Context: an optimization exercise on an open-source flow, tuned for small area. The choices shown serve that exercise and are no tape-out recipe. The RTL was checked by simulation tests, not by an equivalence proof against the original design. Power is estimated from default activity; no workload was simulated.

==> inputs of 01-13 <==
// fm_rx
module fm_rx (
	input clk,
	input rst,
	input [9:0] adc_data,
	output [11:0] audio,
	output reg audio_valid
);
reg [6:0] cnt;        
reg [1:0] pc;         
wire started = (pc != 2'd0);    
wire first = ~started;
wire c99 = (cnt == 7'd99);
always @(posedge clk) begin
	if (rst) begin
		cnt <= 7'd0;
		pc <= 2'd0;
	end else begin
		cnt <= c99 ? 7'd0 : cnt + 7'd1;
		if (c99 && !pc[1]) pc <= pc + 2'd1;
	end
end
wire clr = rst | (first && cnt < 7'd2);    
reg [9:0] a1, a2, a3;
reg [2:0] gsp;
wire g1 = first && (cnt == 7'd4);
wire g2 = first && (cnt == 7'd5);
wire g3 = first && (cnt == 7'd6);
wire g4 = first && (cnt == 7'd7);
wire g5 = first && (cnt == 7'd8);
always @(posedge clk) begin
	a1 <= (rst || (first && cnt[6:1] == 6'd0)) ? 10'd0 : adc_data;
	a2 <= a1;
	a3 <= a2;
	gsp <= a3[9:7];
end
wire [1:0] p1 = cnt[1:0];
wire [1:0] p2 = cnt[1:0] - 2'd1;
wire [1:0] p3 = cnt[1:0] - 2'd2;
wire m1 = first && (cnt == 7'd3);    
wire m2 = g1;                        
wire        neg1 = p1[1] & ~m1;
wire [11:0] op1  = m1 ? 12'd0 : ({2'b0, a1} ^ {12{neg1}});
wire        f2   = ~p2[0];                        
wire [12:0] v2   = f2 ? {2'b0, a2, 1'b0} : {3'b0, a2};
wire        neg2 = ~p2[1] & ~m2;
wire [13:0] op2  = m2 ? 14'd0 : ({1'b0, v2} ^ {14{neg2}});
wire        isl3 = ~p3[0];
wire        neg3 = p3[1] & isl3;
wire [11:0] op3  = isl3 ? ({2'b0, a3} ^ {12{neg3}}) : 12'd0;
reg [32:0] X1, Y1;
reg [33:0] X2, Y2;
reg [35:0] X3, Y3, X4, Y4;
reg [2:0] c1r, c4r;               
reg [2:0] c2r, k2r, c3r, k3r;     
reg [5:0] s1r;  reg s1b, s1c;     
reg [6:0] s2r;  reg s2b, s2c;
reg [2:0] s3r;  reg s3b, s3c;
wire z0 = clr || (cnt == 7'd98) || c99;
wire z1 = clr || c99 || (cnt == 7'd0);
wire z2 = clr || (cnt == 7'd0) || (cnt == 7'd1);
wire z3 = clr || (cnt == 7'd1) || (cnt == 7'd2);
wire [5:0] n1d0; wire [8:0] n1d1, n1d2, n1d3; wire [3:0] n1c;
  ...
==> flow/config.mk <==
export PLATFORM = sky130hd
export DESIGN_NAME = fm_rx
export DESIGN_NICKNAME = fm_rx
export VERILOG_FILES = /design/flow/design.v
export SDC_FILE = /design/flow/constraint.sdc
export NUM_CORES = 4
export LEC_CHECK = 0
export CAP_MARGIN = 20
export CORE_MARGIN = 2
export CORE_UTILIZATION = 40
export CTS_BUF_LIST = sky130_fd_sc_hd__clkbuf_8 sky130_fd_sc_hd__clkbuf_16
export CTS_CLUSTER_DIAMETER = 130
export CTS_CLUSTER_SIZE = 28
export SLEW_MARGIN = 20
export SYNTH_MEMORY_MAX_BITS = 16384
==> flow/constraint.sdc <==
create_clock -name core_clock -period 7.0 [get_ports {clk}]
set_input_delay 1.4000 -clock core_clock [delete_from_list [all_inputs] [get_ports {clk}]]
set_output_delay 1.4000 -clock core_clock [all_outputs]
set_load 0.01 [all_outputs]
run.sh (not shown) runs the stock make flow with config.mk's settings and CLKGATE_MAP_FILE= SYNTH_SCRIPT=/design/flow/synth_recipe.tcl, a recipe that flattens the netlist after the stock synthesis.
==> inputs of 11-24, as changes to 01-13 <==
--- a/flow/design.v
+++ b/flow/design.v
@@ -61,48 +61,61 @@
 	input rst,
 	input [9:0] adc_data,
 	output [11:0] audio,
 	output reg audio_valid
 );
 reg [6:0] cnt;        
-reg [1:0] pc;         
-wire started = (pc != 2'd0);    
+reg       started;    
+reg [2:0] pc;         
+reg       rst_d, rst_dd;
 wire first = ~started;
 wire c99 = (cnt == 7'd99);
 always @(posedge clk) begin
 	if (rst) begin
 		cnt <= 7'd0;
-		pc <= 2'd0;
+		started <= 1'b0;
+		pc <= 3'd0;
+		rst_d <= 1'b1;
+		rst_dd <= 1'b1;
 	end else begin
 		cnt <= c99 ? 7'd0 : cnt + 7'd1;
-		if (c99 && !pc[1]) pc <= pc + 2'd1;
-	end
-end
-wire clr = rst | (first && cnt < 7'd2);    
-reg [9:0] a1, a2, a3;
-reg [2:0] gsp;
+		started <= started | c99;
+		if (c99 && pc != 3'd6) pc <= pc + 3'd1;
+		rst_d <= 1'b0;
+		rst_dd <= rst_d;
+	end
+end
+wire clr = rst | rst_d | rst_dd;
+reg [10:0] a1;
+reg [11:0] a2;
+reg [9:0]  a3;
+wire g0 = first && (cnt == 7'd3);
 wire g1 = first && (cnt == 7'd4);
 wire g2 = first && (cnt == 7'd5);
-wire g3 = first && (cnt == 7'd6);
-wire g4 = first && (cnt == 7'd7);
-wire g5 = first && (cnt == 7'd8);
-always @(posedge clk) begin
-	a1 <= (rst || (first && cnt[6:1] == 6'd0)) ? 10'd0 : adc_data;
-	a2 <= a1;
-	a3 <= a2;
-	gsp <= a3[9:7];
+wire [11:0] a2_g = {a1, 1'b0} - a2;
+wire [11:0] a3_g = a2 - {2'b0, a3};
+always @(posedge clk) begin
+	if (rst) begin
+		a1 <= 11'd0;
+		a2 <= 12'd0;
+		a3 <= 10'd0;
+	end else begin
+		a1 <= (first && cnt[6:1] == 6'd0) ? 11'd0 : ({1'b0, adc_data} + (g0 ? a1 : 11'd0));
+		a2 <= g1 ? a2_g : {1'b0, a1};
+		a3 <= g2 ? a3_g[10:1] : a2[9:0];
+	end
 end
 wire [1:0] p1 = cnt[1:0];
 wire [1:0] p2 = cnt[1:0] - 2'd1;
 wire [1:0] p3 = cnt[1:0] - 2'd2;
-wire m1 = first && (cnt == 7'd3);    
-wire m2 = g1;                        
+wire m1 = g0;         
+wire m2 = g1;         
 wire        neg1 = p1[1] & ~m1;
-wire [11:0] op1  = m1 ? 12'd0 : ({2'b0, a1} ^ {12{neg1}});
-wire        f2   = ~p2[0];                        
-wire [12:0] v2   = f2 ? {2'b0, a2, 1'b0} : {3'b0, a2};
+wire [11:0] op1  = m1 ? 12'd0 : ({1'b0, a1} ^ {12{neg1}});
+wire        f2   = ~p2[0] & ~g2;                  
+wire [12:0] v2   = f2 ? {a2, 1'b0} : {1'b0, a2};
 wire        neg2 = ~p2[1] & ~m2;
 wire [13:0] op2  = m2 ? 14'd0 : ({1'b0, v2} ^ {14{neg2}});
 wire        isl3 = ~p3[0];
 wire        neg3 = p3[1] & isl3;
 wire [11:0] op3  = isl3 ? ({2'b0, a3} ^ {12{neg3}}) : 12'd0;
 reg [32:0] X1, Y1;
@@ -115,21 +128,21 @@
 reg [2:0] s3r;  reg s3b, s3c;
 wire z0 = clr || (cnt == 7'd98) || c99;
 wire z1 = clr || c99 || (cnt == 7'd0);
 wire z2 = clr || (cnt == 7'd0) || (cnt == 7'd1);
 wire z3 = clr || (cnt == 7'd1) || (cnt == 7'd2);
 wire [5:0] n1d0; wire [8:0] n1d1, n1d2, n1d3; wire [3:0] n1c;
-rca #(6) s1a (.a(g1 ? a2[5:0] : Y1[5:0]),   .b(op1[5:0]),               .ci(neg1),   .s(n1d0), .co(n1c[0]));
-rca #(9) s1b_(.a(g2 ? {5'd0, a3[9:6]} : X1[14:6]), .b({{3{s1r[5]}}, s1r}),     .ci(c1r[0]), .s(n1d1), .co(n1c[1]));
+rca #(6) s1a (.a(Y1[5:0]),   .b(op1[5:0]),               .ci(neg1),   .s(n1d0), .co(n1c[0]));
+rca #(9) s1b_(.a(X1[14:6]),  .b({{3{s1r[5]}}, s1r}),     .ci(c1r[0]), .s(n1d1), .co(n1c[1]));
 rca #(9) s1c_(.a(Y1[23:15]), .b({9{s1b}}),               .ci(c1r[1]), .s(n1d2), .co(n1c[2]));
 rca #(9) s1d (.a(X1[32:24]), .b({9{s1c}}),               .ci(c1r[2]), .s(n1d3), .co(n1c[3]));
 wire [6:0] n2d0; wire [8:0] n2d1, n2d2, n2d3; wire [3:0] n2c, n2k;
-csa_digit #(7) s2a (.p(g2 ? ~a3[6:0] : Y2[6:0]),   .q({X1[5:0], 1'b0}), .r(op2[6:0]),            .ki(neg2),   .ci(g2),     .s(n2d0), .ko(n2k[0]), .co(n2c[0]));
-csa_digit #(9) s2b_(.p(g3 ? {6'h3f, ~gsp} : X2[15:7]), .q(Y1[14:6]),        .r({{2{s2r[6]}}, s2r}),  .ki(k2r[0]), .ci(c2r[0]), .s(n2d1), .ko(n2k[1]), .co(n2c[1]));
-csa_digit #(9) s2c_(.p(Y2[24:16] | {9{g4}}), .q(X1[23:15]),       .r({9{s2b}}),            .ki(k2r[1]), .ci(c2r[1]), .s(n2d2), .ko(n2k[2]), .co(n2c[2]));
-csa_digit #(9) s2d (.p(X2[33:25] | {9{g5}}), .q(Y1[32:24]),       .r({9{s2c}}),            .ki(k2r[2]), .ci(c2r[2]), .s(n2d3), .ko(n2k[3]), .co(n2c[3]));
+csa_digit #(7) s2a (.p(Y2[6:0]),   .q({X1[5:0], 1'b0}), .r(op2[6:0]),            .ki(neg2),   .ci(1'b0),   .s(n2d0), .ko(n2k[0]), .co(n2c[0]));
+csa_digit #(9) s2b_(.p(X2[15:7]),  .q(Y1[14:6]),        .r({{2{s2r[6]}}, s2r}),  .ki(k2r[0]), .ci(c2r[0]), .s(n2d1), .ko(n2k[1]), .co(n2c[1]));
+csa_digit #(9) s2c_(.p(Y2[24:16]), .q(X1[23:15]),       .r({9{s2b}}),            .ki(k2r[1]), .ci(c2r[1]), .s(n2d2), .ko(n2k[2]), .co(n2c[2]));
+csa_digit #(9) s2d (.p(X2[33:25]), .q(Y1[32:24]),       .r({9{s2c}}),            .ki(k2r[2]), .ci(c2r[2]), .s(n2d3), .ko(n2k[3]), .co(n2c[3]));
 wire [8:0] n3d0, n3d1, n3d2, n3d3; wire [3:0] n3c, n3k;
 csa_digit #(9) s3a (.p(Y3[8:0]),   .q({X2[6:0], 2'b00}), .r(op3[8:0]),           .ki(neg3),   .ci(1'b0),   .s(n3d0), .ko(n3k[0]), .co(n3c[0]));
 csa_digit #(9) s3b_(.p(X3[17:9]),  .q(Y2[15:7]),         .r({{6{s3r[2]}}, s3r}), .ki(k3r[0]), .ci(c3r[0]), .s(n3d1), .ko(n3k[1]), .co(n3c[1]));
 csa_digit #(9) s3c_(.p(Y3[26:18]), .q(X2[24:16]),        .r({9{s3b}}),           .ki(k3r[1]), .ci(c3r[1]), .s(n3d2), .ko(n3k[2]), .co(n3c[2]));
 csa_digit #(9) s3d (.p(X3[35:27]), .q(Y2[33:25]),        .r({9{s3c}}),           .ki(k3r[2]), .ci(c3r[2]), .s(n3d3), .ko(n3k[3]), .co(n3c[3]));
 wire [8:0] n4d0, n4d1, n4d2, n4d3; wire [3:0] n4c;
@@ -167,49 +180,52 @@
 wire proc = (cnt >= 7'd98) || (cnt <= 7'd9);
 wire stst = (cnt == 7'd98) || (cnt == 7'd2) || (cnt == 7'd6);
 wire src  = (cnt >= 7'd98) || (cnt <= 7'd1);
 wire [1:0] dsel = cnt[1:0];    
 wire [8:0] rdI = (dsel == 2'd2) ? X4[8:0] : (dsel == 2'd3) ? Y4[17:9] : (dsel == 2'd0) ? X4[26:18] : Y4[35:27];
 wire [8:0] rdQ = (dsel == 2'd2) ? Y4[8:0] : (dsel == 2'd3) ? X4[17:9] : (dsel == 2'd0) ? Y4[26:18] : X4[35:27];
-wire cmask = (pc == 2'd0) || (pc == 2'd1 && cnt < 7'd50);
+wire cmask = (pc == 3'd0) || (pc == 3'd1 && cnt < 7'd50);
 wire [11:0] Id, Qd;
 CIC comb_I (.clk(clk), .proc(proc), .stst(stst), .src(src), .rd(rdI), .mask(cmask), .y(Id));
 CIC comb_Q (.clk(clk), .proc(proc), .stst(stst), .src(src), .rd(rdQ), .mask(cmask), .y(Qd));
 reg signed [11:0] Ip, Qp;
-reg [14:0] R;
+reg signed [14:0] R;
 reg e10, e11;
 wire mstep = (cnt[1:0] == 2'd2) && (cnt >= 7'd10) && (cnt <= 7'd54);
 wire last = (cnt == 7'd54);
-wire pm = ~pc[1];
-wire [14:0] u = {{3{Qd[11]}}, Qd} & {15{Ip[0] & ~pm}};
-wire [14:0] v = {{3{Id[11]}}, Id} & {15{Qp[0] & ~pm}};
-wire [14:0] rsum = ((cnt == 7'd10) ? 15'd0 : R) + (u ^ {15{last}}) + (v ^ {15{~last}}) + 15'd1;
+wire signed [12:0] ppa = (Ip[0] ? {Qd[11], Qd} : 13'sd0) - (Qp[0] ? {Id[11], Id} : 13'sd0);
+wire signed [14:0] pp = last ? -{{2{ppa[12]}}, ppa} : {{2{ppa[12]}}, ppa};
+wire signed [14:0] rsum = ((cnt == 7'd10) ? 15'sd0 : R) + pp;
 always @(posedge clk) begin
 	if (mstep) begin
-		R <= {rsum[14], rsum[14:1]};
+		R <= rsum >>> 1;
 		if (cnt == 7'd50) e10 <= rsum[0];
 		if (last) e11 <= rsum[0];
 	end
 end
 always @(posedge clk) begin
-	if (mstep) begin
+	if (rst) begin
+		Ip <= 12'sd0;
+		Qp <= 12'sd0;
+	end else if (mstep) begin
 		Ip <= {Ip[0], Ip[11:1]};
 		Qp <= {Qp[0], Qp[11:1]};
-	end else if (cnt == 7'd58) begin
+	end else if (started && cnt == 7'd58) begin
 		Ip <= Id;
 		Qp <= Qd;
 	end
 end
-reg [71:0] FR;
-wire [11:0] Xn = {R[9:0], e11, e10};
-wire fsh = (cnt >= 7'd98) || (cnt <= 7'd1) || first;
-wire [2:0] xd = first ? 3'd0 : (dsel == 2'd2) ? Xn[2:0] : (dsel == 2'd3) ? Xn[5:3] : (dsel == 2'd0) ? Xn[8:6] : Xn[11:9];
-always @(posedge clk)
-	FR <= {fsh ? xd : FR[2:0], FR[71:3]};
+reg [11:0] F0, F1, F2, F3, F4, F5;
+always @(posedge clk) begin
+	if (cnt == 7'd1) begin
+		F0 <= {R[9:0], e11, e10};
+		F1 <= F0; F2 <= F1; F3 <= F2; F4 <= F3; F5 <= F4;
+	end
+end
 always @(posedge clk) begin
 	if (rst)
 		audio_valid <= 1'b0;
 	else
 		audio_valid <= started && (cnt == 7'd1);
 end
-assign audio = FR[11:0];
-endmodule
+assign audio = (pc == 3'd6) ? F5 : 12'd0;
+endmodule
CTS_BUF_LIST = not set   (was sky130_fd_sc_hd__clkbuf_8 sky130_fd_sc_hd__clkbuf_16)
CTS_CLUSTER_DIAMETER = not set   (was 130)
CTS_CLUSTER_SIZE = not set   (was 28)
==> run notes <==
Sequential cell area share: 01-13 54.0%; 11-24 49.5%
Worst voltage drop across the vdd grid: 01-13 189 uV; 11-24 150 uV
Status: 01-13 complete, no violations; 11-24 complete, no violations
DRT met1 WL: 01-13 22.0 mm; 11-24 25.9 mm
Share of the synthesized area in compound gates (AO/OA/AOI/OAI): 01-13 2.46%; 11-24 5.56%
Worst slew margin relative to its limit: 01-13 27.5%; 11-24 37.9%
Final hold slack: 01-13 0.321 ns; 11-24 0.313 ns
Switching Fraction: 01-13 22.1%; 11-24 22.7%
Global-route met1 utilization: 01-13 19.3%; 11-24 21.2%
Filler Cells Inserted: 01-13 6205; 11-24 6496
Worst-Skew Late Latency: 01-13 0.63 ns; 11-24 0.62 ns
Power density normalized to cell area: 01-13 243 nW/um^2; 11-24 292 nW/um^2
Cell internal power dissipation: 01-13 0.00546 W; 11-24 0.00738 W
Number of iterations in the first detailed-routing pass: 01-13 4; 11-24 5
Post-placement worst setup slack: 01-13 0.385 ns; 11-24 1.00 ns
Fin Clk Skew: 01-13 0.0386 ns; 11-24 0.0211 ns
Portion of total power attributed to combinational logic: 01-13 5.6%; 11-24 4.9%
Post-layout nets: 01-13 2429; 11-24 2797
Hold path endpoint: 01-13 comb_Q.W1[7]; 11-24 comb_Q.W3[5]

---

==> inputs of v13 <==
Another version of the RTL of fm_rx (not shown whole).
make LEC_CHECK=0 CAP_MARGIN=20 CORE_MARGIN=2 CORE_UTILIZATION=40 CTS_BUF_LIST=sky130_fd_sc_hd__clkbuf_16 CTS_CLUSTER_DIAMETER=130 CTS_CLUSTER_SIZE=28 GPL_TIMING_DRIVEN=0 SLEW_MARGIN=20 SYNTH_MEMORY_MAX_BITS=16384 finish   # period 7.0 ns
==> v22 (differences from v13) <==
--- a/flow/design.v
+++ b/flow/design.v
@@ -105,65 +105,65 @@
 wire [11:0] op3  = isl3 ? ({2'b0, a3} ^ {12{neg3}}) : 12'd0;
 reg [32:0] X1, Y1;
 reg [33:0] X2, Y2;
 reg [35:0] X3, Y3, X4, Y4;
 reg [2:0] c1r, c4r;               
 reg [2:0] c2r, k2r, c3r, k3r;     
 reg       s1a, s1b, s1c;          
-reg [3:0] s2r;  reg s2b, s2c;     
+reg [1:0] s2r;  reg s2b, s2c;     
 reg       s3a, s3b, s3c;
 wire z0 = clr || (cnt == 7'd98) || c99;
 wire z1 = clr || c99 || (cnt == 7'd0);
 wire z2 = clr || (cnt == 7'd0) || (cnt == 7'd1);
 wire z3 = clr || (cnt == 7'd1) || (cnt == 7'd2);
 wire [11:0] n1d0; wire [5:0] n1d1; wire [6:0] n1d2; wire [7:0] n1d3; wire [3:0] n1c;
 rca #(12) s1_0 (.a(g1 ? {2'b0, a2} : Y1[11:0]), .b(op1),        .ci(neg1),   .s(n1d0), .co(n1c[0]));
 rca #(6)  s1_1 (.a(X1[17:12]),                  .b({6{s1a}}),   .ci(c1r[0]), .s(n1d1), .co(n1c[1]));
 rca #(7)  s1_2 (.a(Y1[24:18]),                  .b({7{s1b}}),   .ci(c1r[1]), .s(n1d2), .co(n1c[2]));
 rca #(8)  s1_3 (.a(X1[32:25]),                  .b({8{s1c}}),   .ci(c1r[2]), .s(n1d3), .co(n1c[3]));
-wire [9:0] n2d0; wire [7:0] n2d1; wire [6:0] n2d2; wire [8:0] n2d3; wire [3:0] n2c, n2k;
-csa_digit #(10) s2_0 (.p(g2 ? ~a3 : Y2[9:0]),         .q({X1[8:0], 1'b0}),  .r(op2[9:0]),         .ki(neg2),   .ci(g2),     .s(n2d0), .ko(n2k[0]), .co(n2c[0]));
-csa_digit #(8)  s2_1 (.p(X2[17:10] | {8{g3}}),         .q(Y1[16:9]),         .r({{4{s2r[3]}}, s2r}), .ki(k2r[0]), .ci(c2r[0]), .s(n2d1), .ko(n2k[1]), .co(n2c[1]));
+wire [11:0] n2d0; wire [5:0] n2d1; wire [6:0] n2d2; wire [8:0] n2d3; wire [3:0] n2c, n2k;
+csa_digit #(12) s2_0 (.p(g2 ? ~{2'b0, a3} : Y2[11:0]), .q({X1[10:0], 1'b0}), .r(op2[11:0]),         .ki(neg2),   .ci(g2),     .s(n2d0), .ko(n2k[0]), .co(n2c[0]));
+csa_digit #(6)  s2_1 (.p(X2[17:12] | {6{g3}}),         .q(Y1[16:11]),        .r({{4{s2r[1]}}, s2r}), .ki(k2r[0]), .ci(c2r[0]), .s(n2d1), .ko(n2k[1]), .co(n2c[1]));
 csa_digit #(7)  s2_2 (.p(Y2[24:18] | {7{g4}}),         .q(X1[23:17]),        .r({7{s2b}}),           .ki(k2r[1]), .ci(c2r[1]), .s(n2d2), .ko(n2k[2]), .co(n2c[2]));
 csa_digit #(9)  s2_3 (.p(X2[33:25] | {9{g5}}),         .q(Y1[32:24]),        .r({9{s2c}}),           .ki(k2r[2]), .ci(c2r[2]), .s(n2d3), .ko(n2k[3]), .co(n2c[3]));
-wire [9:0] n3d0; wire [7:0] n3d1; wire [8:0] n3d2, n3d3; wire [3:0] n3c, n3k;
-csa_digit #(10) s3_0 (.p(Y3[9:0]),   .q({X2[7:0], 2'b00}), .r(op3[9:0]),        .ki(neg3),   .ci(1'b0),   .s(n3d0), .ko(n3k[0]), .co(n3c[0]));
-csa_digit #(8)  s3_1 (.p(X3[17:10]), .q(Y2[15:8]),         .r({8{s3a}}),   .ki(k3r[0]), .ci(c3r[0]), .s(n3d1), .ko(n3k[1]), .co(n3c[1]));
+wire [11:0] n3d0; wire [5:0] n3d1; wire [8:0] n3d2, n3d3; wire [3:0] n3c, n3k;
+csa_digit #(12) s3_0 (.p(Y3[11:0]),  .q({X2[9:0], 2'b00}), .r(op3),        .ki(neg3),   .ci(1'b0),   .s(n3d0), .ko(n3k[0]), .co(n3c[0]));
+csa_digit #(6)  s3_1 (.p(X3[17:12]), .q(Y2[15:10]),        .r({6{s3a}}),   .ki(k3r[0]), .ci(c3r[0]), .s(n3d1), .ko(n3k[1]), .co(n3c[1]));
 csa_digit #(9)  s3_2 (.p(Y3[26:18]), .q(X2[24:16]),        .r({9{s3b}}),   .ki(k3r[1]), .ci(c3r[1]), .s(n3d2), .ko(n3k[2]), .co(n3c[2]));
 csa_digit #(9)  s3_3 (.p(X3[35:27]), .q(Y2[33:25]),        .r({9{s3c}}),   .ki(k3r[2]), .ci(c3r[2]), .s(n3d3), .ko(n3k[3]), .co(n3c[3]));
 wire [8:0] n4d0, n4d1, n4d2, n4d3; wire [3:0] n4c;
 rca #(9) s4_0 (.a(z0 ? 9'd0 : Y4[8:0]),   .b(X3[8:0]),   .ci(1'b0),   .s(n4d0), .co(n4c[0]));
 rca #(9) s4_1 (.a(z1 ? 9'd0 : X4[17:9]),  .b(Y3[17:9]),  .ci(c4r[0]), .s(n4d1), .co(n4c[1]));
 rca #(9) s4_2 (.a(z2 ? 9'd0 : Y4[26:18]), .b(X3[26:18]), .ci(c4r[1]), .s(n4d2), .co(n4c[2]));
 rca #(9) s4_3 (.a(z3 ? 9'd0 : X4[35:27]), .b(Y3[35:27]), .ci(c4r[2]), .s(n4d3), .co(n4c[3]));
 always @(posedge clk) begin
 	if (clr) begin
 		X1[11:0] <= 12'd0;  Y1[17:12] <= 6'd0;  X1[24:18] <= 7'd0;  Y1[32:25] <= 8'd0;
-		X2[9:0] <= 10'd0;   Y2[17:10] <= 8'd0;  X2[24:18] <= 7'd0;  Y2[33:25] <= 9'd0;
-		X3[9:0] <= 10'd0;   Y3[17:10] <= 8'd0;  X3[26:18] <= 9'd0;  Y3[35:27] <= 9'd0;
+		X2[11:0] <= 12'd0;  Y2[17:12] <= 6'd0;  X2[24:18] <= 7'd0;  Y2[33:25] <= 9'd0;
+		X3[11:0] <= 12'd0;  Y3[17:12] <= 6'd0;  X3[26:18] <= 9'd0;  Y3[35:27] <= 9'd0;
 		c1r <= 3'd0; c2r <= 3'd0; k2r <= 3'd0; c3r <= 3'd0; k3r <= 3'd0; c4r <= 3'd0;
 		s1a <= 1'b0; s1b <= 1'b0; s1c <= 1'b0;
-		s2r <= 4'd0; s2b <= 1'b0; s2c <= 1'b0;
+		s2r <= 2'd0; s2b <= 1'b0; s2c <= 1'b0;
 		s3a <= 1'b0; s3b <= 1'b0; s3c <= 1'b0;
 	end else begin
 		X1[11:0] <= n1d0;  Y1[17:12] <= n1d1;  X1[24:18] <= n1d2;  Y1[32:25] <= n1d3;
-		X2[9:0] <= n2d0;   Y2[17:10] <= n2d1;  X2[24:18] <= n2d2;  Y2[33:25] <= n2d3;
-		X3[9:0] <= n3d0;   Y3[17:10] <= n3d1;  X3[26:18] <= n3d2;  Y3[35:27] <= n3d3;
+		X2[11:0] <= n2d0;  Y2[17:12] <= n2d1;  X2[24:18] <= n2d2;  Y2[33:25] <= n2d3;
+		X3[11:0] <= n3d0;  Y3[17:12] <= n3d1;  X3[26:18] <= n3d2;  Y3[35:27] <= n3d3;
 		c1r <= n1c[2:0];
 		c2r <= n2c[2:0];  k2r <= n2k[2:0];
 		c3r <= n3c[2:0];  k3r <= n3k[2:0];
 		c4r <= n4c[2:0];
 		s1a <= op1[11];    s1b <= s1a;     s1c <= s1b;
-		s2r <= op2[13:10]; s2b <= s2r[3];  s2c <= s2b;
+		s2r <= op2[13:12]; s2b <= s2r[1];  s2c <= s2b;
 		s3a <= op3[11];    s3b <= s3a;     s3c <= s3b;
 	end
 	X4[8:0] <= n4d0;  Y4[17:9] <= n4d1;  X4[26:18] <= n4d2;  Y4[35:27] <= n4d3;
 	Y1[11:0] <= X1[11:0];  X1[17:12] <= Y1[17:12];  Y1[24:18] <= X1[24:18];  X1[32:25] <= Y1[32:25];
-	Y2[9:0] <= X2[9:0];    X2[17:10] <= Y2[17:10];  Y2[24:18] <= X2[24:18];  X2[33:25] <= Y2[33:25];
-	Y3[9:0] <= X3[9:0];    X3[17:10] <= Y3[17:10];  Y3[26:18] <= X3[26:18];  X3[35:27] <= Y3[35:27];
+	Y2[11:0] <= X2[11:0];  X2[17:12] <= Y2[17:12];  Y2[24:18] <= X2[24:18];  X2[33:25] <= Y2[33:25];
+	Y3[11:0] <= X3[11:0];  X3[17:12] <= Y3[17:12];  Y3[26:18] <= X3[26:18];  X3[35:27] <= Y3[35:27];
 	Y4[8:0] <= X4[8:0];    X4[17:9] <= Y4[17:9];    Y4[26:18] <= X4[26:18];  X4[35:27] <= Y4[35:27];
 end
 wire proc = (cnt >= 7'd98) || (cnt <= 7'd9);
 wire stst = (cnt == 7'd98) || (cnt == 7'd2) || (cnt == 7'd6);
 wire src  = (cnt >= 7'd98) || (cnt <= 7'd1);
 wire [1:0] dsel = cnt[1:0];    
 wire [8:0] rdI = (dsel == 2'd2) ? X4[8:0] : (dsel == 2'd3) ? Y4[17:9] : (dsel == 2'd0) ? X4[26:18] : Y4[35:27];
Settings changed: GPL_TIMING_DRIVEN 0 to not set.
==> v35 (differences from v13) <==
Settings changed: CTS_CLUSTER_SIZE 28 to 30, GPL_TIMING_DRIVEN 0 to not set.
==> run notes <==
quantity                                                                       v13                      v22                      v35
Launch point of the critical path                                cnt[5]$_SDFF_PP0_        cnt[2]$_SDFF_PP0_        cnt[3]$_SDFF_PP0_
Buffers excl. clock                                                            114                       54                       58
Fraction of the mapped netlist area in adder cells                           18.4%                    18.4%                    18.4%
Highest clock rate                                                         148 MHz                  150 MHz                  151 MHz
Die boundary height                                                         262 um                   263 um                   262 um
Net switching power                                                        1.60 mW                  1.66 mW                  1.57 mW
Switching Share                                                              22.8%                    23.2%                    22.6%
Post-Syn Nets                                                                2,409                    2,402                    2,409
Sequential fraction of design power                                          64.2%                    63.4%                    65.0%
Worst slack at placement                                                   -914 ps                   131 ps                   215 ps
Part of the total power dissipated in combinational logic                     6.8%                     7.2%                     6.4%
Stage delay of the slowest cell on the critical path                        480 ps                   470 ps                   470 ps
Outcome                                                    complete, no violations  complete, no violations  complete, no violations

==> separate check: timing with driven ports <==
The flow's constraints put no driver on any port. The routed layouts listed below were extracted and timed again, unchanged, in two steps. Step 1 (the two cells are an assumption about what drives the block):
set clk [get_ports {clk}]
set_driving_cell -lib_cell sky130_fd_sc_hd__clkbuf_16 $clk
set_driving_cell -lib_cell sky130_fd_sc_hd__buf_2 [delete_from_list [all_inputs] $clk]
Step 2 adds t to the input delays and takes it off the output delays; t is the mean of the earliest and latest rising clock arrival at the registers after step 1. Input paths then give back, and output paths get back, about the clock's delay inside the block. Slacks: no drivers / after step 1 / after step 2; pairs: no drivers / after step 1.
run | t (ns) | setup slack, ns | worst register clock-pin slew, ns | worst slew at a driven data input, ns | pins driven straight from the clock port
01-13 | 0.668 | 0.405 / 0.405 / 0.405 | 0.12 / 0.12 | 0.11 | 1
11-24 | 0.666 | 0.898 / 0.898 / 0.898 | 0.06 / 0.06 | 0.03 | 1
v13 | 0.681 | 0.260 / 0.260 / 0.260 | 0.11 / 0.11 | 0.08 | 1
v22 | 0.684 | 0.347 / 0.347 / 0.347 | 0.11 / 0.11 | 0.04 | 1
v35 | 0.670 | 0.371 / 0.371 / 0.371 | 0.12 / 0.12 | 0.05 | 1
After both steps every run listed still meets setup and hold.
